This design comes from an exercise in tuning for small area on the open sky130 flow, not from production work.
Only simulation tests tie the RTL to the original design; equivalence was not proved.
The clock port is modelled as an ideal driver, which makes a skipped or thinned clock tree look cheaper than it is; a real chip needs a root buffer or a tree.
No activity file was given, so power comes from the tool's default toggle rates.

===== design/flow/config.mk =====
export PLATFORM = sky130hd
export DESIGN_NAME = lcd_st7789v3
export DESIGN_NICKNAME = lcd_st7789v3
export VERILOG_FILES = /design/flow/design.v
export SDC_FILE = /design/flow/constraint.sdc
export NUM_CORES = 4
export LEC_CHECK = 0
export CAP_MARGIN = 20
export CORE_MARGIN = 2
export CORE_UTILIZATION = 40
export SLEW_MARGIN = 20

===== design/flow/constraint.sdc =====
create_clock -name core_clock -period 12.0 [get_ports {clk}]
set_input_delay 2.4000 -clock core_clock [delete_from_list [all_inputs] [get_ports {clk}]]
set_output_delay 2.4000 -clock core_clock [all_outputs]
set_load 0.01 [all_outputs]

===== design/flow/design.v =====
`default_nettype none
module lcd_st7789v3 (input wire clk, input wire rst, output wire lcd_rst, output wire lcd_rs,
  output wire lcd_sd, output wire lcd_sck, output wire lcd_cs);
reg [2:0] e; reg [14:0] Qh; reg [1:0] dq; reg [2:0] Lq;
wire [22:0] c = {e,Qh,dq,Lq};
wire [15:0] cy; wire [14:0] s;
assign cy[0] = (&Lq) & dq[1];
genvar i;
generate for (i = 0; i < 15; i = i + 1) begin : g_inc
  assign {cy[i+1], s[i]} = Qh[i] + cy[i];
end endgenerate
wire z = cy[15];
wire [3:0] ce; wire [2:0] es;
assign ce[0] = z & (e != 3'd7);
generate for (i = 0; i < 3; i = i + 1) begin : g_ph
  assign {ce[i+1], es[i]} = e[i] + ce[i];
end endgenerate
reg [19:0] kq;
always @(*) begin
  case (e[2:0])
    3'd0: kq = {15'd7767, 2'd1, 3'd5};
    3'd1: kq = {15'd7765, 2'd2, 3'd5};
    3'd2: kq = {15'd32765, 2'd2, 3'd6};
    3'd3: kq = {15'd32767, 2'd1, 3'd6};
    3'd4: kq = {15'd31517, 2'd0, 3'd2};
    3'd5: kq = {15'd16568, 2'd1, 3'd0};
    3'd6: kq = {15'd0, 2'd0, 3'd0};
    default: kq = 20'd0;
  endcase
end
wire [19:0] kz = z ? kq : 20'd0;
always @(posedge clk or negedge rst)
  if (~rst) begin e <= 3'd0; Qh <= 15'd7765; dq <= 2'd0; Lq <= 3'd1; end
  else begin
    Lq <= (Lq + 3'd1) | kz[2:0];
    dq <= ((&Lq) ? {dq[0], ~(dq[0] | dq[1])} : dq) | kz[4:3];
    Qh <= s | kz[19:5];
    e <= es;
  end
wire n0 = c[20];
wire n1 = c[0];
wire n2 = c[1] | n1;
wire n3 = c[2] & n2;
wire n4 = ~c[0];
wire n5 = ~c[1] & n4;
wire n6 = ~c[2] | n5;
wire n7 = c[3] ? n3 : n6;
wire n8 = ~c[4] & n7;
wire n9 = ~c[5] | n8;
wire n10 = ~c[6] | n9;
wire n11 = ~c[7] | n10;
wire n12 = ~c[8] | n11;
wire n13 = ~c[9] | n12;
wire n14 = ~c[10] | n13;
wire n15 = ~c[11] | n14;
wire n16 = ~c[12] | n15;
wire n17 = ~c[13] | n16;
wire n18 = ~c[14] | n17;
wire n19 = ~c[15] | n18;
wire n20 = c[21] ? n0 : n19;
wire n21 = ~c[6];
wire n22 = ~c[7] | n21;
wire n23 = ~c[8] | n22;
wire n24 = ~c[9] | n23;
wire n25 = ~c[10] | n24;
wire n26 = ~c[11] | n25;
wire n27 = ~c[12] | n26;
wire n28 = ~c[13] | n27;
wire n29 = ~c[14] | n28;
wire n30 = ~c[15] | n29;
wire n31 = ~c[16] | n30;
wire n32 = ~c[17] | n31;
wire n33 = ~c[18] | n32;
wire n34 = ~c[19] | n33;
wire n35 = ~c[4];
wire n36 = ~c[5] | n35;
wire n37 = ~c[6] | n36;
wire n38 = ~c[7] | n37;
wire n39 = ~c[8] | n38;
wire n40 = ~c[9] | n39;
wire n41 = ~c[10] | n40;
wire n42 = ~c[11] | n41;
wire n43 = ~c[12] | n42;
wire n44 = ~c[13] | n43;
wire n45 = ~c[14] | n44;
wire n46 = ~c[15] | n45;
wire n47 = ~c[16] | n46;
wire n48 = ~c[17] | n47;
wire n49 = ~c[18] | n48;
wire n50 = ~c[19] | n49;
wire n51 = c[21] ? n34 : n50;
wire n52 = c[22] ? n20 : n51;
wire n53 = c[1];
wire n54 = c[2] & n53;
wire n55 = c[3] & n54;
wire n56 = c[4] | n55;
wire n57 = c[5] & n56;
wire n58 = ~c[1];
wire n59 = ~c[2] & n58;
wire n60 = ~c[3] & n59;
wire n61 = ~c[4] & n60;
wire n62 = ~c[5] | n61;
wire n63 = c[6] ? n57 : n62;
wire n64 = ~c[7] | n63;
wire n65 = ~c[8] | n64;
wire n66 = ~c[9] | n65;
wire n67 = ~c[10] | n66;
wire n68 = ~c[11] | n67;
wire n69 = ~c[12] | n68;
wire n70 = ~c[13] | n69;
wire n71 = ~c[14] | n70;
wire n72 = ~c[15] | n71;
wire n73 = ~c[16] | n72;
wire n74 = ~c[17] | n73;
wire n75 = ~c[18] | n74;
wire n76 = ~c[19] | n75;
wire n77 = c[20] | n76;
wire n78 = c[21] | n77;
wire n79 = ~c[2] | n58;
wire n80 = c[3] & n79;
wire n81 = c[1] & n4;
wire n82 = c[2] ? n58 : n81;
wire n83 = c[1] ? n1 : n4;
wire n84 = c[2] ? n5 : n83;
wire n85 = c[4] ? n82 : n84;
wire n86 = c[1] & n1;
wire n87 = c[2] ? n86 : n81;
wire n88 = c[20] ? n85 : n87;
wire n89 = c[21] ? n80 : n88;
wire n90 = c[1] | n4;
wire n91 = c[2] ? n90 : n81;
wire n92 = ~c[1] & n1;
wire n93 = c[2] & n92;
wire n94 = c[3] & n93;
wire n95 = c[4] ? n91 : n94;
wire n96 = c[2] ? n1 : n53;
wire n97 = ~c[3] & n91;
wire n98 = c[4] ? n96 : n97;
wire n99 = c[5] ? n95 : n98;
wire n100 = c[2] ? n4 : n81;
wire n101 = c[4] ? n100 : n94;
wire n102 = c[2] ? n5 : n81;
wire n103 = c[2] & n86;
wire n104 = c[3] ? n103 : n100;
wire n105 = c[4] ? n102 : n104;
wire n106 = c[5] ? n101 : n105;
wire n107 = c[20] ? n99 : n106;
wire n108 = c[20] ? n86 : n103;
wire n109 = c[21] ? n107 : n108;
wire n110 = c[22] ? n89 : n109;
wire n111 = c[21];
wire n112 = c[3];
wire n113 = c[4] | n112;
wire n114 = c[5] | n113;
wire n115 = c[21] & n114;
wire n116 = c[22] ? n111 : n115;
assign lcd_cs = n52;
assign lcd_sck = ~lcd_cs;
assign lcd_rst = n78;
assign lcd_sd = n110;
assign lcd_rs = n116;
endmodule

===== design/flow/flow/run.sh =====
#!/bin/bash
# Own flow: the standard synthesis; then the logic between the flip-flops re-mapped for area with
# a few ABC scripts (the flip-flops are left as the standard synthesis made them), keeping the
# smallest; then the standard layout, with buf_1 port buffers and a clock tree without dummy loads.
set -uo pipefail
F=$(cd "$(dirname "$0")" && pwd)
R=orfs/results/$FLOW_PLATFORM/lcd_st7789v3/base
YOSYS=$FLOW_HOME/../tools/install/yosys/bin/yosys
export REMAP_LIB=$FLOW_HOME/platforms/$FLOW_PLATFORM/lib/sky130_fd_sc_hd__tt_025C_1v80.lib
export REMAP_DONTUSE=$(sed -n '/DONT_USE_CELLS/,/^$/p' $FLOW_HOME/platforms/$FLOW_PLATFORM/config.mk | grep -o 'sky130_fd_sc_hd__[a-z0-9_]*' | tr '\n' ' ')

CTS_ARGS_OWN="-sink_clustering_enable -dont_use_dummy_load -root_buf sky130_fd_sc_hd__clkbuf_8 -buf_list sky130_fd_sc_hd__clkbuf_8"
bash standard.sh synth > synth.log 2>&1 || { echo "standard synthesis failed"; exit 1; }
cp $R/1_2_yosys.v std_1_2_yosys.v

best=std_1_2_yosys.v
bestA=1e9
for s in "$F"/abc_*.script; do
  n=$(basename "$s" .script)
  REMAP_IN=std_1_2_yosys.v REMAP_OUT=$n.v REMAP_ABC="$s" REMAP_STAT=$n.stat \
    $YOSYS -c "$F/remap.tcl" > remap_$n.log 2>&1 || { echo "$n failed"; continue; }
  a=$(sed -n "s/.*Chip area for module.*: \([0-9.]*\).*/\1/p" $n.stat)
  echo "$n area $a"
  if [[ -n "$a" ]] && awk "BEGIN{exit !($a < $bestA)}"; then bestA=$a; best=$n.v; fi
done
echo "using $best ($bestA)"
cp $best $R/1_2_yosys.v
touch $R/1_2_yosys.v

bash standard.sh "BUFFER_PORTS_ARGS=-buffer_cell sky130_fd_sc_hd__buf_1" \
  "CTS_ARGS=${CTS_ARGS_OWN}" finish > layout.log 2>&1 \
  || { echo "layout failed"; tail -20 layout.log; exit 1; }

===== design/flow/flow/abc_01.script =====
strash
dc2
balance
rewrite
refactor
balance
rewrite
rewrite -z
balance
refactor -z
rewrite -z
balance
balance
rewrite
refactor
balance
rewrite
rewrite -z
balance
refactor -z
rewrite -z
balance
dch -f
amap

===== design/flow/flow/abc_02.script =====
strash
dc2
balance
rewrite
refactor
balance
rewrite
rewrite -z
balance
refactor -z
rewrite -z
balance
dch
amap

===== design/flow/flow/abc_03.script =====
strash
dc2
balance
rewrite
refactor
balance
rewrite
rewrite -z
balance
refactor -z
rewrite -z
balance
dch -f
amap -F 5 -A 10 -C 1000

===== design/flow/flow/abc_04.script =====
strash
dc2
balance
rewrite
refactor
balance
rewrite
rewrite -z
balance
refactor -z
rewrite -z
balance
dch -f
amap

===== design/flow/flow/abc_05.script =====
strash
dc2
balance
rewrite
refactor
balance
rewrite
rewrite -z
balance
refactor -z
rewrite -z
balance
dch -f
amap -A 50

===== design/flow/flow/abc_06.script =====
strash
ifraig
scorr
dc2
balance
rewrite
refactor
balance
rewrite
rewrite -z
balance
refactor -z
rewrite -z
balance
dch -f
amap

===== design/flow/flow/abc_07.script =====
strash
balance -l
resub -K 6 -l
rewrite -l
resub -K 6 -N 2 -l
refactor -l
resub -K 8 -l
balance -l
resub -K 8 -N 2 -l
rewrite -l
resub -K 10 -l
rewrite -z -l
resub -K 10 -N 2 -l
balance -l
resub -K 12 -l
refactor -z -l
resub -K 12 -N 2 -l
rewrite -z -l
balance -l
dch -f
amap

===== design/flow/flow/abc_08.script =====
strash
dc2
balance
rewrite
refactor
balance
rewrite
rewrite -z
balance
refactor -z
rewrite -z
balance
dch -f
map -a

===== design/flow/flow/abc_09.script =====
strash
dc2
balance
rewrite
refactor
balance
rewrite
rewrite -z
balance
refactor -z
rewrite -z
balance
dch -f
map -a
mfs -a
map -a

===== design/flow/flow/remap.tcl =====
# Re-map the combinational logic of the standard synthesis netlist for area.
# The flip-flops are kept as they are (same instances, names and cells); only the gates between them change.
# env: REMAP_IN, REMAP_OUT, REMAP_ABC (ABC script), REMAP_LIB, REMAP_DONTUSE, REMAP_STAT
yosys read_verilog $::env(REMAP_IN)
yosys read_liberty -ignore_miss_func $::env(REMAP_LIB)
yosys hierarchy -top $::env(FLOW_TOP)
yosys blackbox sky130_fd_sc_hd__df* {*}[expr {[info exists ::env(REMAP_KEEP)] ? $::env(REMAP_KEEP) : ""}]
yosys flatten
yosys opt -purge
set du {}
foreach c $::env(REMAP_DONTUSE) { lappend du -dont_use $c }
yosys abc -liberty $::env(REMAP_LIB) {*}$du -script $::env(REMAP_ABC)
yosys opt_clean -purge
# drop the net names left by flattening the cell models (e.g. _12_.SUM)
yosys select -set nets w:* i:* o:* %u %d
yosys rename -hide @nets
yosys read_liberty -lib -overwrite $::env(REMAP_LIB)
yosys hilomap -singleton -hicell sky130_fd_sc_hd__conb_1 HI -locell sky130_fd_sc_hd__conb_1 LO
yosys insbuf -buf sky130_fd_sc_hd__buf_1 A X
yosys check -assert -mapped
yosys tee -o $::env(REMAP_STAT) stat -liberty $::env(REMAP_LIB)
yosys write_verilog -noattr -nohex -nodec $::env(REMAP_OUT)

===== design/flow/standard.sh =====
#!/bin/bash
# synth_recipe.tcl (not shown) runs the flow's synth.tcl, then flattens the netlist and writes it again
# the make line also repeats each setting of config.mk as NAME=value (left out here)
make -C /OpenROAD-flow-scripts/flow DESIGN_CONFIG=/design/flow/config.mk WORK_HOME=/design/flow/orfs CLKGATE_MAP_FILE= SYNTH_SCRIPT=/design/flow/synth_recipe.tcl "${@:-finish}"

==> results of run 1 <==
metrics by stage:
| step | utilization | hold slack [ns] | cell area [um^2] | total power [uW] |
|---|---|---|---|---|
| finish | 0.451 | 0.512 | 1350 | 126 |
| detailed placement | 0.437 | 0.498 | 1310 | 80.9 |
| global route | 0.451 | 0.550 | 1350 | 130 |
| global placement | 0.437 | 0.490 | 1310 | 80.8 |
| CTS | 0.451 | 0.518 | 1350 | 127 |
| floorplan | - | 0.468 | 1240 | 79.0 |
power by group through the flow:
stage,Sequential [uW],Clock (uW),Combinational [uW]
after global placement,79.0,0,1.84
after floorplan,79.0,0,0.000173
after detailed placement,79.0,0,1.90
final,77.6,46.3,1.73
after global routing,77.6,50.5,2.11
after CTS,77.6,47.6,1.90
registers in the layout, summed over array words and instances, names as in the netlist:
signal,count
Lq,3
dq,2
e,3
Qh,15
area by class of cell:
cell class	count	area (um^2)	area share
inverter	18	67.6	0.0499
timing repair buffer	7	30.0	0.0222
clock buffer	3	41.3	0.0305
tap	33	41.3	0.0305
sequential	23	587	0.433
multi-input combinational	115	587	0.433
cells in the final DEF (no fill, tap or decap), types with 2 or more instances in the layout:
| master | n |
|---|---|
| a21oi_1 | 10 |
| o21ai_0 | 22 |
| nand4_1 | 2 |
| a31oi_1 | 2 |
| and2_0 | 2 |
| clkbuf_8 | 3 |
| o22ai_1 | 6 |
| nand2_1 | 12 |
| buf_1 | 6 |
| o2111ai_1 | 2 |
| nor4_1 | 3 |
| and3_1 | 4 |
| nand3_1 | 2 |
| dfstp_2 | 9 |
| nor3_1 | 3 |
| clkinv_1 | 18 |
| dfrtp_1 | 14 |
| nor2_1 | 33 |
worst max-delay path: stages, from the launching register on:
cell	delay [ns]
dfrtp_1	0.39
clkinv_1	0.15
nor2_1	0.36
nand2_1	0.18
clkinv_1	0.13
nand2_1	0.08
a211oi_1	0.22
o21ai_0	0.11
nand3_1	0.08
a21oi_1	0.07
o31ai_1	0.07
buf_1	0.18
routing by layer:
metal  GRT usage  vias up  share of wire
met1       0.242      551           0.43
met3      0.0325       11          0.053
met5           0        -              0
li1            -      575              -
met4      0.0889        0          0.030
met2       0.321       39           0.49
worst paths after layout:
kind	cells past startpoint	startpoint	end	slack (ns)
setup / recovery	11	Lq[1]	lcd_sd	7.31
hold / removal	1	Lq[0]	Lq[0]	0.51
setup reg to reg	10	Lq[1]	Qh[7]	8.96
hold reg to reg	1	Lq[0]	Lq[0]	0.51
max in group asynchronous	2	rst	Qh[11]	9.62
min in group asynchronous	2	rst	Qh[7]	2.08
==> results.py, run 1 <==
metrics = {
    "clock_tree": {
        "cts.reportedPaths.clkPinSlew_ns": 0.08,
        "clock_insertion_delay_worst_skew_ns": 0.27,
        "tritoncts": "built",
        "clockRootBuffer": "clkbuf_8",
        "postCtsResizedCells": 0,
        "h_tree_levels": 1,
        "post_cts_hold_buffer_count": 0,
        "total_clock_buffers_created_by_cts": 3,
        "postCtsSetupBuffers": 0,
        "clkSinkCount": 23,
        "cts_max_path_buffers": 2,
    },
    "finish": {
        "drive_gt1_frac": 0.0783,
        "layout-area-overhead-vs-synth_pct": 9.07,
        "antenna_cells_inserted": 0,
        "instances_no_fill": 199,
        "fillCellCount": 298,
        "finish.net_count": 170,
    },
    "critical_path": {
        "critPathRequiredTime_ns": 9.60,
        "end_kind": "output pin",
        "critical_path_peak_fanout": 6,
        "worstSetupPathType": "reg -> out",
        "setup.worst_path.start_class": "register",
        "critical_path_arrival_ns": 2.29,
    },
    "timing": {
        "least_margin_pin_slew_ns": 0.898,
        "final_period_minus_worst_setup_slack_ns": 4.69,
        "fmax_mhz": 213,
        "hold_viol": 0,
        "setup-violations-final": 0,
        "setup-tns-final_ns": 0,
        "max-slew-margin-rel": 0.395,
        "slew_violations": 0,
        "fin_crit_sh": 0.391,
        "rsz0062_at_grt": "false",
        "clock-skew-final_ns": 0.0106,
        "setup_slack_after_layout_ns": 7.31,
    },
    "job": {
        "max-cap-violations": 0,
    },
    "synth": {
        "postSynthCellCount": 156,
        "yosysWarnings": 1,
        "mappedNetlistArea_um2": 1240,
        "synthesis.nets": 158,
        "syn_avg_cell_area_um2": 7.96,
    },
    "floorplanning": {
        "fp-row-count": 20,
        "io_pins": 7,
        "core-area_um2": 3000,
        "chipHeight_um": 59.7,
        "start_util": 0.413,
        "die_width_um": 59.7,
        "design.die.area_um2": 3560,
    },
    "power_and_ir_drop": {
        "p_leak_uw": 0.000490,
        "vdd_ir_drop_max_uv": 55.5,
        "switching_power_uw": 25.3,
        "clock_power_share": 0.368,
        "pwr-share-comb": 0.014,
        "switching_share": 0.201,
        "seq_power_share": 0.618,
        "power.density_cell_area_nw_per_um2": 92.8,
        "power_report.internal_total_uw": 100,
    },
    "grt": {
        "antenna_found_initial": 0,
        "grt_overflow": 0,
        "grt.total_usage": 0.192,
        "grt_pass1_vias": 1145,
        "grt_start_max_net_pins": 24,
        "global_route_wire_length_before_repair_mm": 5.06,
    },
    "detailed_routing": {
        "route.detailed.wl_per_inst_um": 15.0,
        "drt_wl_total_mm": 2.98,
        "via_count": 1176,
        "postRouteAntennaNets": 0,
        "drt_iter0_markers": 46,
        "post-route-drc-count": 0,
        "detailedRoute.firstPassIterationCount": 4,
        "avgViaCountPerCell": 5.91,
    },
    "hold_path": {
        "min-delay-path-class": "reg -> reg",
    },
    "place": {
        "gp_routability_congestion": 0.942,
        "preCtsSetupSlack_ns": 7.64,
        "port-buffer-count": 6,
        "dp_hpwl_mm": 2.25,
        "dp.cells": 196,
    },
    "outcome": {
        "outcome": "timing/DRC/antenna clean",
    },
}
==> run 2: changes to the inputs <==
--- a/design/flow/flow/run.sh
+++ b/design/flow/flow/run.sh
@@ -30,3 +30,3 @@
 bash standard.sh "BUFFER_PORTS_ARGS=-buffer_cell sky130_fd_sc_hd__buf_1" \
-  "CTS_ARGS=${CTS_ARGS_OWN}" finish > layout.log 2>&1 \
+  "CTS_ARGS=${CTS_ARGS_OWN}" "POST_CTS_TCL=$F/post_cts.tcl" finish > layout.log 2>&1 \
   || { echo "layout failed"; tail -20 layout.log; exit 1; }
==> design/flow/flow/abc_10.script (new file) <==
strash
dc2
balance
rewrite
refactor
balance
rewrite
rewrite -z
balance
refactor -z
rewrite -z
balance
balance
rewrite
refactor
balance
rewrite
rewrite -z
balance
refactor -z
rewrite -z
balance
balance
rewrite
refactor
balance
rewrite
rewrite -z
balance
refactor -z
rewrite -z
balance
dch -f
amap
==> design/flow/flow/abc_11.script (new file) <==
strash
balance -l
resub -K 6 -l
rewrite -l
resub -K 6 -N 2 -l
refactor -l
resub -K 8 -l
balance -l
resub -K 8 -N 2 -l
rewrite -l
resub -K 10 -l
rewrite -z -l
resub -K 10 -N 2 -l
balance -l
resub -K 12 -l
refactor -z -l
resub -K 12 -N 2 -l
rewrite -z -l
balance -l
balance
rewrite
refactor
balance
rewrite
rewrite -z
balance
refactor -z
rewrite -z
balance
dch -f
amap
==> design/flow/flow/abc_12.script (new file) <==
strash
dc2
balance -l
resub -K 6 -l
rewrite -l
resub -K 6 -N 2 -l
refactor -l
resub -K 8 -l
balance -l
resub -K 8 -N 2 -l
rewrite -l
resub -K 10 -l
rewrite -z -l
resub -K 10 -N 2 -l
balance -l
resub -K 12 -l
refactor -z -l
resub -K 12 -N 2 -l
rewrite -z -l
balance -l
dch -f
amap
==> design/flow/flow/abc_13.script (new file) <==
strash
dc2
balance
rewrite
refactor
balance
rewrite
rewrite -z
balance
refactor -z
rewrite -z
balance
dch -f
map -a
strash
dch -f
amap
==> design/flow/flow/abc_14.script (new file) <==
strash
dc2
balance
rewrite
refactor
balance
rewrite
rewrite -z
balance
refactor -z
rewrite -z
balance
dch -f
amap
strash
dc2
balance
rewrite
refactor
balance
rewrite
rewrite -z
balance
refactor -z
rewrite -z
balance
dch -f
amap
==> design/flow/flow/abc_15.script (new file) <==
strash
fraig
dc2
balance
rewrite
refactor
balance
rewrite
rewrite -z
balance
refactor -z
rewrite -z
balance
dch -f
amap
==> design/flow/flow/abc_16.script (new file) <==
strash
dc2
balance
rewrite
refactor
balance
rewrite
rewrite -z
balance
refactor -z
rewrite -z
balance
&get -n
&deepsyn -T 20 -S 1
&put
dch -f
amap
==> design/flow/flow/abc_17.script (new file) <==
strash
dc2
balance
rewrite
refactor
balance
rewrite
rewrite -z
balance
refactor -z
rewrite -z
balance
&get -n
&deepsyn -T 20 -S 7
&put
dch -f
map -a
==> design/flow/flow/abc_18.script (new file) <==
strash
dc2
balance
rewrite
refactor
balance
rewrite
rewrite -z
balance
refactor -z
rewrite -z
balance
dch -f
amap -A 10
==> design/flow/flow/abc_19.script (new file) <==
strash
dc2
balance
rewrite
refactor
balance
rewrite
rewrite -z
balance
refactor -z
rewrite -z
balance
dch -f
amap -F 20
==> design/flow/flow/abc_20.script (new file) <==
strash
dc2
balance
rewrite
refactor
balance
rewrite
rewrite -z
balance
refactor -z
rewrite -z
balance
dc2
balance
rewrite
refactor
balance
rewrite
rewrite -z
balance
refactor -z
rewrite -z
balance
dch -f
amap
==> design/flow/flow/abc_21.script (new file) <==
strash
dc2
balance
rewrite
refactor
balance
rewrite
rewrite -z
balance
refactor -z
rewrite -z
balance
dch -f
map -a -F 20 -A 20
==> design/flow/flow/post_cts.tcl (new file) <==
set block [ord::get_db_block]
foreach inst [$block getInsts] {
  if {![string match clkbuf_0_* [$inst getName]]} continue
  set loads 0
  set only_bufs 1
  foreach it [[[$inst findITerm X] getNet] getITerms] {
    if {[$it isOutputSignal]} continue
    incr loads
    if {![string match *clkbuf* [[[$it getInst] getMaster] getName]]} { set only_bufs 0 }
  }
  if {$only_bufs && $loads <= 4} {
    puts "post_cts: removing root clock buffer [$inst getName] ($loads loads)"
    remove_buffers [$inst getName]
  }
}
detailed_placement
check_placement -verbose
==> results.py, run 2 <==
metrics = {
    "grt": {
        "global_route_wire_length_before_repair_mm": 4.85,
        "grt_start_max_net_pins": 24,
        "grt.total_usage": 0.180,
        "grt_pass1_vias": 1083,
        "antenna_found_initial": 0,
        "grt_overflow": 0,
    },
    "critical_path": {
        "worstSetupPathType": "reg -> out",
        "reg2reg_to": "Qh[14]",
        "setup.worst_path.start_class": "register",
        "cpLargestDelayFamily": "simple AND/OR/NAND/NOR gates",
        "timing.critical_path.slowest_stage_cell": "dfstp_2",
        "critical_path_arrival_ns": 2.18,
        "end_kind": "output pin",
        "critPathRequiredTime_ns": 9.60,
        "regToRegSetupSlack_ns": 9.11,
        "critical_path_peak_fanout": 4,
        "cp_cell_sequence": "nand2_1 -> nor3_1 -> clkinv_1 -> or4b_1 -> buf_1",
        "timing.critical_path.buf_inv": 2,
        "worst-r2r-cell-count": 10,
        "cp_slowest_stage_delay_ns": 0.56,
        "worst_r2r_startpoint": "Lq[1]",
    },
    "timing": {
        "max-slew-margin-rel": 0.350,
        "setup-tns-final_ns": 0,
        "hold_viol": 0,
        "least_margin_pin_slew_ns": 0.964,
        "rsz0062_at_grt": "false",
        "setup-violations-final": 0,
        "fmax_mhz": 218,
        "fin_crit_sh": 0.381,
        "slew_violations": 0,
        "final_period_minus_worst_setup_slack_ns": 4.58,
        "clock-skew-final_ns": 0.00290,
        "fin_hold_ws_ns": 0.516,
    },
    "finish": {
        "layout_commonest_cell": "nor2_1",
        "most-common-layout-cells": "nor2_1, clkinv_1, o21ai_0",
        "antenna_cells_inserted": 0,
        "finish.net_count": 168,
        "largest_register_ff_count": 15,
        "regMostFlops": "Qh",
        "drive_gt1_frac": 0.0732,
        "layout-area-overhead-vs-synth_pct": 7.99,
        "reg.largest.list": "Qh x15, Lq x3, e x3",
    },
    "detailed_routing": {
        "via_count": 1133,
        "met3RoutedLength_um": 106,
        "detailedRoute.firstPassIterationCount": 4,
        "route.detailed.wl_per_inst_um": 14.3,
        "avgViaCountPerCell": 5.75,
        "routed-wl-met2_mm": 1.32,
        "drt_wl_total_mm": 2.81,
        "postRouteAntennaNets": 0,
        "maxUsedRoutingLayer": "met4",
        "drt_iter0_markers": 74,
        "wl_met1_mm": 1.36,
        "post-route-drc-count": 0,
    },
    "floorplanning": {
        "fp-row-count": 20,
        "core-area_um2": 3000,
        "design.die.area_um2": 3550,
        "io_pins": 7,
        "start_util": 0.412,
        "chipHeight_um": 59.6,
        "die_width_um": 59.6,
    },
    "synth": {
        "synthesis.nets": 157,
        "postSynthCellCount": 155,
        "mappedNetlistArea_um2": 1240,
        "yosysWarnings": 1,
        "syn_avg_cell_area_um2": 7.98,
    },
    "place": {
        "gp_routability_congestion": 0.979,
        "port-buffer-count": 6,
        "dp_hpwl_mm": 2.19,
    },
    "power_and_ir_drop": {
        "vdd_ir_drop_max_uv": 53.9,
        "power.density_cell_area_nw_per_um2": 84.4,
        "p_leak_uw": 0.000505,
    },
    "hold_path": {
        "min-delay-path-class": "reg -> reg",
        "timing.hold.worst_path_depth": 1,
        "min_delay_worst_endpoint": "Lq[0]",
        "hold_path.startpoint": "Lq[0]",
    },
    "clock_tree": {
        "cts.reportedPaths.clkPinSlew_ns": 0.07,
        "clkSinkCount": 23,
        "clock_insertion_delay_worst_skew_ns": 0.14,
    },
    "outcome": {
        "outcome": "timing/DRC/antenna clean",
    },
    "job": {
        "max-cap-violations": 0,
    },
}
run 2: changes by cell type in the layout (fill, tap and decap cells not counted), moves of 2 or more:
cell and delta:
o21ai_0 -7, nor3_1 +3, o2111ai_1 -2, nand4_1 +2, or2_0 +2, o22a_1 +3, nand3_1 +3, nor4_1 -3
run 2: cell type report:
class	instances	area [um^2]
Clock buffer	2	27.5
Fill cell	298	1670
Sequential cell	23	587
Timing Repair Buffer	7	30.0
Tap cell	33	41.3
Inverter	17	63.8
Multi-Input combinational cell	115	587
run 2: worst register-to-register path, delay by kind of cell, from the launching register on:
family                 cells  cell delay, ns
and+or+nand+nor            7            1.99
DFF                        1            0.39
AOI/OAI and AO/OA          2            0.29
buffers and inverters      1            0.14
run 2: routing by layer:
metal  vias to the layer above  global-route usage
met5                         -                   0
met4                         0              0.0381
met3                         2              0.0197
met2                        26               0.306
met1                       534               0.247
li1                        571                   -
run 2: where the power goes:
| part | internal, uW | switching, uW |
|---|---|---|
| Sequential | 77.6 | 0 |
| Clock | 15.2 | 18.2 |
| Combinational | 0.292 | 1.44 |
run 2: worst max-delay path by stage:
stage | startpoint | slack [ns] | end | depth (start not counted)
2_1_floorplan | Lq[1] | 7.95 | lcd_sd | 6
3_3_place_gp | Qh[6] | 7.61 | lcd_rst | 5
3_5_place_dp | Qh[6] | 7.58 | lcd_rst | 5
5_1_grt | Lq[1] | 7.27 | lcd_sd | 10
6_report | Qh[6] | 7.42 | lcd_rst | 5
run 2: per-stage QoR:
| step | instance area, um^2 | util | setup slack (ns) | cells | power, uW |
|---|---|---|---|---|---|
| final | 1340 | 0.445 | 7.42 | 197 | 113 |
| after global routing | 1340 | 0.445 | 7.27 | 197 | 119 |
| after detailed placement | 1310 | 0.436 | 7.58 | 195 | 80.8 |
| after global placement | 1310 | 0.436 | 7.61 | 195 | 80.9 |
| after floorplan | 1240 | - | 7.95 | 155 | 79.0 |
==> run 3: changes to the inputs <==
==> design/flow/design.v (replaced) <==
`default_nettype none
module lcd_st7789v3 (input wire clk, input wire rst, output wire lcd_rst, output wire lcd_rs,
  output wire lcd_sd, output wire lcd_sck, output wire lcd_cs);
reg [2:0] e; reg [14:0] Qh; reg [1:0] dq; reg [2:0] Lq;
wire [22:0] c = {e,Qh,dq,Lq};
wire [15:0] cy; wire [14:0] s;
assign cy[0] = (&Lq) & dq[1];
genvar i;
generate for (i = 0; i < 15; i = i + 1) begin : g_inc
  assign {cy[i+1], s[i]} = Qh[i] + cy[i];
end endgenerate
wire z = cy[15];
wire [3:0] ce; wire [2:0] es;
assign ce[0] = z & (e != 3'd7);
generate for (i = 0; i < 3; i = i + 1) begin : g_ph
  assign {ce[i+1], es[i]} = e[i] + ce[i];
end endgenerate
reg [19:0] kq;
always @(*) begin
  case (e[2:0])
    3'd0: kq = {15'd7767, 2'd1, 3'd5};
    3'd1: kq = {15'd7765, 2'd2, 3'd5};
    3'd2: kq = {15'd32765, 2'd2, 3'd6};
    3'd3: kq = {15'd32767, 2'd1, 3'd6};
    3'd4: kq = {15'd31517, 2'd0, 3'd2};
    3'd5: kq = {15'd16568, 2'd1, 3'd0};
    3'd6: kq = {15'd0, 2'd0, 3'd0};
    3'd7: kq = {15'd0, 2'd0, 3'd0};
    default: kq = 20'd0;
  endcase
end
wire [19:0] kz = z ? kq : 20'd0;
always @(posedge clk or negedge rst)
  if (~rst) begin e <= 3'd0; Qh <= 15'd7765; dq <= 2'd0; Lq <= 3'd1; end
  else begin
    Lq <= ((Lq + 3'd1) | kz[2:0]);
    dq <= (((&Lq) ? {dq[0], ~(dq[0] | dq[1])} : dq) | kz[4:3]);
    Qh <= (s | kz[19:5]);
    e <= es;
  end
wire tail = &Qh[14:2];
wire n0 = c[20];
wire n1 = c[0];
wire n2 = c[1] | n1;
wire n3 = c[2] & n2;
wire n4 = ~c[0];
wire n5 = ~c[1] & n4;
wire n6 = ~c[2] | n5;
wire n7 = c[3] ? n3 : n6;
wire n8 = ~c[4] & n7;
wire n9 = ~c[5] | n8;
wire n10 = ~c[6] | n9;
wire n11 = c[21] ? n0 : n10;
wire n12 = ~c[6];
wire n13 = ~c[4];
wire n14 = ~c[5] | n13;
wire n15 = ~c[6] | n14;
wire n16 = c[21] ? n12 : n15;
wire n17 = c[22] ? n11 : n16;
wire n18 = ~c[22] | n0;
wire n19 = c[1];
wire n20 = c[2] & n19;
wire n21 = c[3] & n20;
wire n22 = c[4] | n21;
wire n23 = c[5] & n22;
wire n24 = ~c[1];
wire n25 = ~c[2] & n24;
wire n26 = ~c[3] & n25;
wire n27 = ~c[4] & n26;
wire n28 = ~c[5] | n27;
wire n29 = c[6] ? n23 : n28;
wire n30 = c[20] | n29;
wire n31 = c[21] | n30;
wire n32 = ~c[2] | n24;
wire n33 = ~c[5] & n1;
wire n34 = ~c[20] & n33;
wire n35 = c[5] & n1;
wire n36 = c[1] ? n34 : n35;
wire n37 = c[2] & n36;
wire n38 = c[22] ? n32 : n37;
wire n39 = c[5] | n1;
wire n40 = c[5] & n4;
wire n41 = c[20] ? n39 : n40;
wire n42 = ~c[5];
wire n43 = ~c[5] & n4;
wire n44 = c[20] ? n42 : n43;
wire n45 = c[4] ? n41 : n44;
wire n46 = c[5] ? n4 : n1;
wire n47 = c[20] ? n46 : n4;
wire n48 = c[4] ? n47 : n43;
wire n49 = c[1] ? n45 : n48;
wire n50 = ~c[5] | n4;
wire n51 = c[20] ? n50 : n4;
wire n52 = c[4] ? n51 : n43;
wire n53 = c[1] & n52;
wire n54 = c[2] ? n49 : n53;
wire n55 = ~c[22] & n54;
wire n56 = c[3] ? n38 : n55;
wire n57 = ~c[20] & n1;
wire n58 = c[4] ? n0 : n4;
wire n59 = c[1] ? n57 : n58;
wire n60 = c[4] ? n4 : n1;
wire n61 = ~c[4] & n4;
wire n62 = c[1] ? n60 : n61;
wire n63 = c[2] ? n59 : n62;
wire n64 = c[1] & n1;
wire n65 = c[20] & n1;
wire n66 = c[1] & n65;
wire n67 = c[2] ? n64 : n66;
wire n68 = c[22] ? n63 : n67;
wire n69 = c[21] ? n56 : n68;
wire n70 = c[21];
wire n71 = c[3];
wire n72 = c[4] | n71;
wire n73 = c[5] | n72;
wire n74 = c[21] & n73;
wire n75 = c[22] ? n70 : n74;
assign lcd_cs = (tail ? n17 : n18);
assign lcd_sck = ~lcd_cs;
assign lcd_rst = (tail ? n31 : 1'b1);
assign lcd_sd = n69;
assign lcd_rs = n75;
endmodule
--- a/design/flow/flow/run.sh
+++ b/design/flow/flow/run.sh
@@ -30,3 +30,4 @@
 bash standard.sh "BUFFER_PORTS_ARGS=-buffer_cell sky130_fd_sc_hd__buf_1" \
-  "CTS_ARGS=${CTS_ARGS_OWN}" "POST_CTS_TCL=$F/post_cts.tcl" finish > layout.log 2>&1 \
+  "CTS_ARGS=${CTS_ARGS_OWN}" "POST_CTS_TCL=$F/post_cts.tcl" \
+  "POST_GLOBAL_PLACE_TCL=$F/post_gpl.tcl" finish > layout.log 2>&1 \
   || { echo "layout failed"; tail -20 layout.log; exit 1; }
==> design/flow/flow/post_gpl.tcl (new file) <==
# The reset input's port buffer drives the reset pin of every flip-flop. Timing-driven placement puts a
# second, larger buffer after it for that fanout. Instead, make the port buffer itself a buf_2 (enough for
# the load; repair_design still checks it later) and remove the second buffer.
set clk_ports {}
foreach clk [all_clocks] { foreach src [get_property $clk sources] { lappend clk_ports [get_name $src] } }
set block [ord::get_db_block]
proc loads_of {net} {
  set r {}
  foreach it [$net getITerms] { if {[$it isInputSignal]} { lappend r [$it getInst] } }
  return $r
}
foreach bterm [$block getBTerms] {
  if {[$bterm getIoType] ne "INPUT" || [lsearch -exact $clk_ports [$bterm getName]] >= 0} continue
  set l [loads_of [$bterm getNet]]
  if {[llength $l] != 1} continue
  set pbuf [lindex $l 0]
  if {![string match *buf* [[$pbuf getMaster] getName]]} continue
  set extra {}
  foreach c [loads_of [[$pbuf findITerm X] getNet]] {
    if {[string match *buf* [[$c getMaster] getName]]} { lappend extra [$c getName] }
  }
  if {[llength $extra] == 1} {
    puts "post_gpl: [$bterm getName]: removing [lindex $extra 0]; port buffer [$pbuf getName] -> buf_2"
    remove_buffers $extra
    replace_cell [$pbuf getName] sky130_fd_sc_hd__buf_2
  }
}
removed: design/flow/flow/abc_16.script
removed: design/flow/flow/abc_17.script
==> results.py, run 3 <==
metrics = {
    "outcome": {
        "outcome": "timing/DRC/antenna clean",
    },
    "finish": {
        "drive_gt1_frac": 0.0759,
        "largest_register_ff_count": 15,
        "sequential_cell_area_um2": 587,
        "most-common-layout-cells": "nor2_1, o21ai_0, clkinv_1",
        "layout-area-overhead-vs-synth_pct": 7.50,
        "antenna_cells_inserted": 0,
        "finish.net_count": 162,
        "reg.largest.list": "Qh x15, Lq x3, e x3",
        "regMostFlops": "Qh",
        "layout_commonest_cell": "nor2_1",
        "multi_input_comb_area_um2": 584,
        "fillCellCount": 293,
        "instances_no_fill": 191,
    },
    "critical_path": {
        "critical_path_peak_fanout": 6,
        "worstSetupPathType": "reg -> out",
        "crit_path_end": "lcd_sd",
        "regToRegSetupSlack_ns": 7.62,
        "end_kind": "output pin",
        "cp_cell_sequence": "clkinv_1 -> nor2_1 -> clkinv_1 -> nor2_1 -> clkinv_1 -> nor4_1 -> nor4_1 -> o32ai_1 -> buf_1",
        "reg2reg_to": "Qh[13]",
        "worst-r2r-cell-count": 19,
        "timing.critical_path.slowest_stage_cell": "dfrtp_1",
        "cell_repeated_most_along_the_worst_path": "clkinv_1",
        "worst_r2r_startpoint": "Lq[1]",
        "setup.worst_path.start_class": "register",
        "cp_slowest_stage_delay_ns": 0.45,
        "critical_path_arrival_ns": 2.45,
        "critPathRequiredTime_ns": 9.60,
        "crit_start": "Lq[1]",
    },
    "detailed_routing": {
        "avgViaCountPerCell": 6.03,
        "postRouteAntennaNets": 0,
        "post-route-drc-count": 0,
        "drt_iter0_markers": 65,
        "route.detailed.wl_per_inst_um": 15.5,
        "drt_wl_total_mm": 2.96,
        "detailedRoute.firstPassIterationCount": 4,
        "via_count": 1152,
    },
    "clock_tree": {
        "cts.reportedPaths.clkPinSlew_ns": 0.08,
        "clkSinkCount": 23,
        "clock_insertion_delay_worst_skew_ns": 0.14,
    },
    "timing": {
        "fin_crit_sh": 0.404,
        "setup-violations-final": 0,
        "setup-tns-final_ns": 0,
        "max-slew-margin-rel": 0.537,
        "hold_viol": 0,
        "clock-skew-final_ns": 0.00994,
        "fin_hold_ws_ns": 0.509,
        "least_margin_pin_slew_ns": 0.688,
        "rsz0062_at_grt": "false",
        "slew_violations": 0,
        "fmax_mhz": 206,
        "final_period_minus_worst_setup_slack_ns": 4.85,
    },
    "floorplanning": {
        "die_width_um": 59.6,
        "chipHeight_um": 59.6,
        "core-area_um2": 3000,
        "design.die.area_um2": 3550,
        "io_pins": 7,
        "fp-row-count": 20,
        "start_util": 0.411,
    },
    "grt": {
        "antenna_found_initial": 0,
        "global_route_wire_length_before_repair_mm": 5.01,
        "grt.total_usage": 0.186,
        "grt_start_max_net_pins": 24,
        "grt_pass1_vias": 1108,
        "grt_overflow": 0,
    },
    "hold_path": {
        "min-delay-path-class": "reg -> reg",
    },
    "place": {
        "dp.cells": 189,
        "dp_hpwl_mm": 2.21,
        "port-buffer-count": 6,
    },
    "power_and_ir_drop": {
        "report.power.total_uw": 115,
        "vdd_ir_drop_max_uv": 54.9,
        "power.density_cell_area_nw_per_um2": 86.5,
        "p_leak_uw": 0.000488,
    },
    "synth": {
        "syn_avg_cell_area_um2": 8.23,
        "yosysWarnings": 1,
        "synthesis.nets": 152,
        "postSynthCellCount": 150,
        "mappedNetlistArea_um2": 1230,
    },
    "job": {
        "max-cap-violations": 0,
    },
}
==> run 3: worst min-delay path by stage <==
| stage | startpoint | endpoint | depth (start not counted) |
|---|---|---|---|
| finish | Lq[0] | Lq[0] | 1 |
| floorplan | Lq[0] | Lq[0] | 1 |
| global placement | Lq[0] | Lq[0] | 1 |
| detailed placement | Lq[0] | Lq[0] | 1 |
| global route | Lq[0] | Lq[0] | 1 |
==> run 3: layout make-up <==
cell class	count	area share
timing repair buffer	6	0.0179
sequential	23	0.442
clock buffer	2	0.0207
tap	33	0.0311
multi-input combinational	110	0.440
inverter	17	0.0481
==> run 3: layer usage <==
metal  global-route usage  up-vias  part of all wire
met5                    0        -                 0
met4               0.0635        0             0.025
met3               0.0306       10             0.054
met2                0.300       48              0.45
met1                0.253      537              0.47
li1                     -      557                 -
==> run 3: report_power, final <==
| part | internal, uW | switching (uW) | leakage [uW] | total, uW |
|---|---|---|---|---|
| Combinational | 0.116 | 1.47 | 0.000190 | 1.58 |
| Clock | 15.3 | 20.3 | 0.0000144 | 35.6 |
| Sequential | 77.6 | 0 | 0.000284 | 77.6 |
| Total | 93.0 | 21.8 | 0.000488 | 115 |
==> run 3: worst max-delay path, delay by kind of cell, from the launching register on <==
kind                   cells  cell delay [ns]
AOI/OAI and AO/OA          1             0.27
DFF                        1             0.45
and+or+nand+nor            4             0.87
buffers and inverters      4             0.71
==> run 3: metrics by stage <==
step	instance area (um^2)	worst slack, ns	util
2_1_floorplan	1230	7.77	-
3_3_place_gp	1310	7.63	0.435
3_5_place_dp	1300	7.46	0.433
5_1_grt	1330	6.97	0.442
6_report	1330	7.15	0.442

-- re-timing with driven ports --
How much do the figures lean on ideal ports? The routed layouts below were timed once more, with nothing changed but the port constraints.
Step 1 (the two cells are an assumption about what drives the block):
set clk [get_ports {clk}]
set_driving_cell -lib_cell sky130_fd_sc_hd__clkbuf_16 $clk
set_driving_cell -lib_cell sky130_fd_sc_hd__buf_2 [delete_from_list [all_inputs] $clk]
Step 2 times the ports against the registers' clock, not the clock port: input delays grow and output delays shrink by t, the midpoint of the rising clock arrivals with the driver on.
a / b / c = ideal / step 1 / step 2; a / b = the first two.
| run | shift t [ns] | slack for setup (ns) | latest minus earliest clock arrival (ns) | worst data-port slew with drivers (ns) | pins driven straight from the clock port |
|---|---|---|---|---|---|
| run 1 | 0.284 | 7.307 / 7.284 / 7.568 | 0.011 / 0.010 | 0.03 | 1 |
| run 2 | 0.165 | 7.423 / 7.392 / 7.556 | 0.003 / 0.003 | 0.03 | 2 |
| run 3 | 0.171 | 7.152 / 7.120 / 7.291 | 0.010 / 0.010 | 0.03 | 2 |
After both steps setup and hold are still met in every run listed.
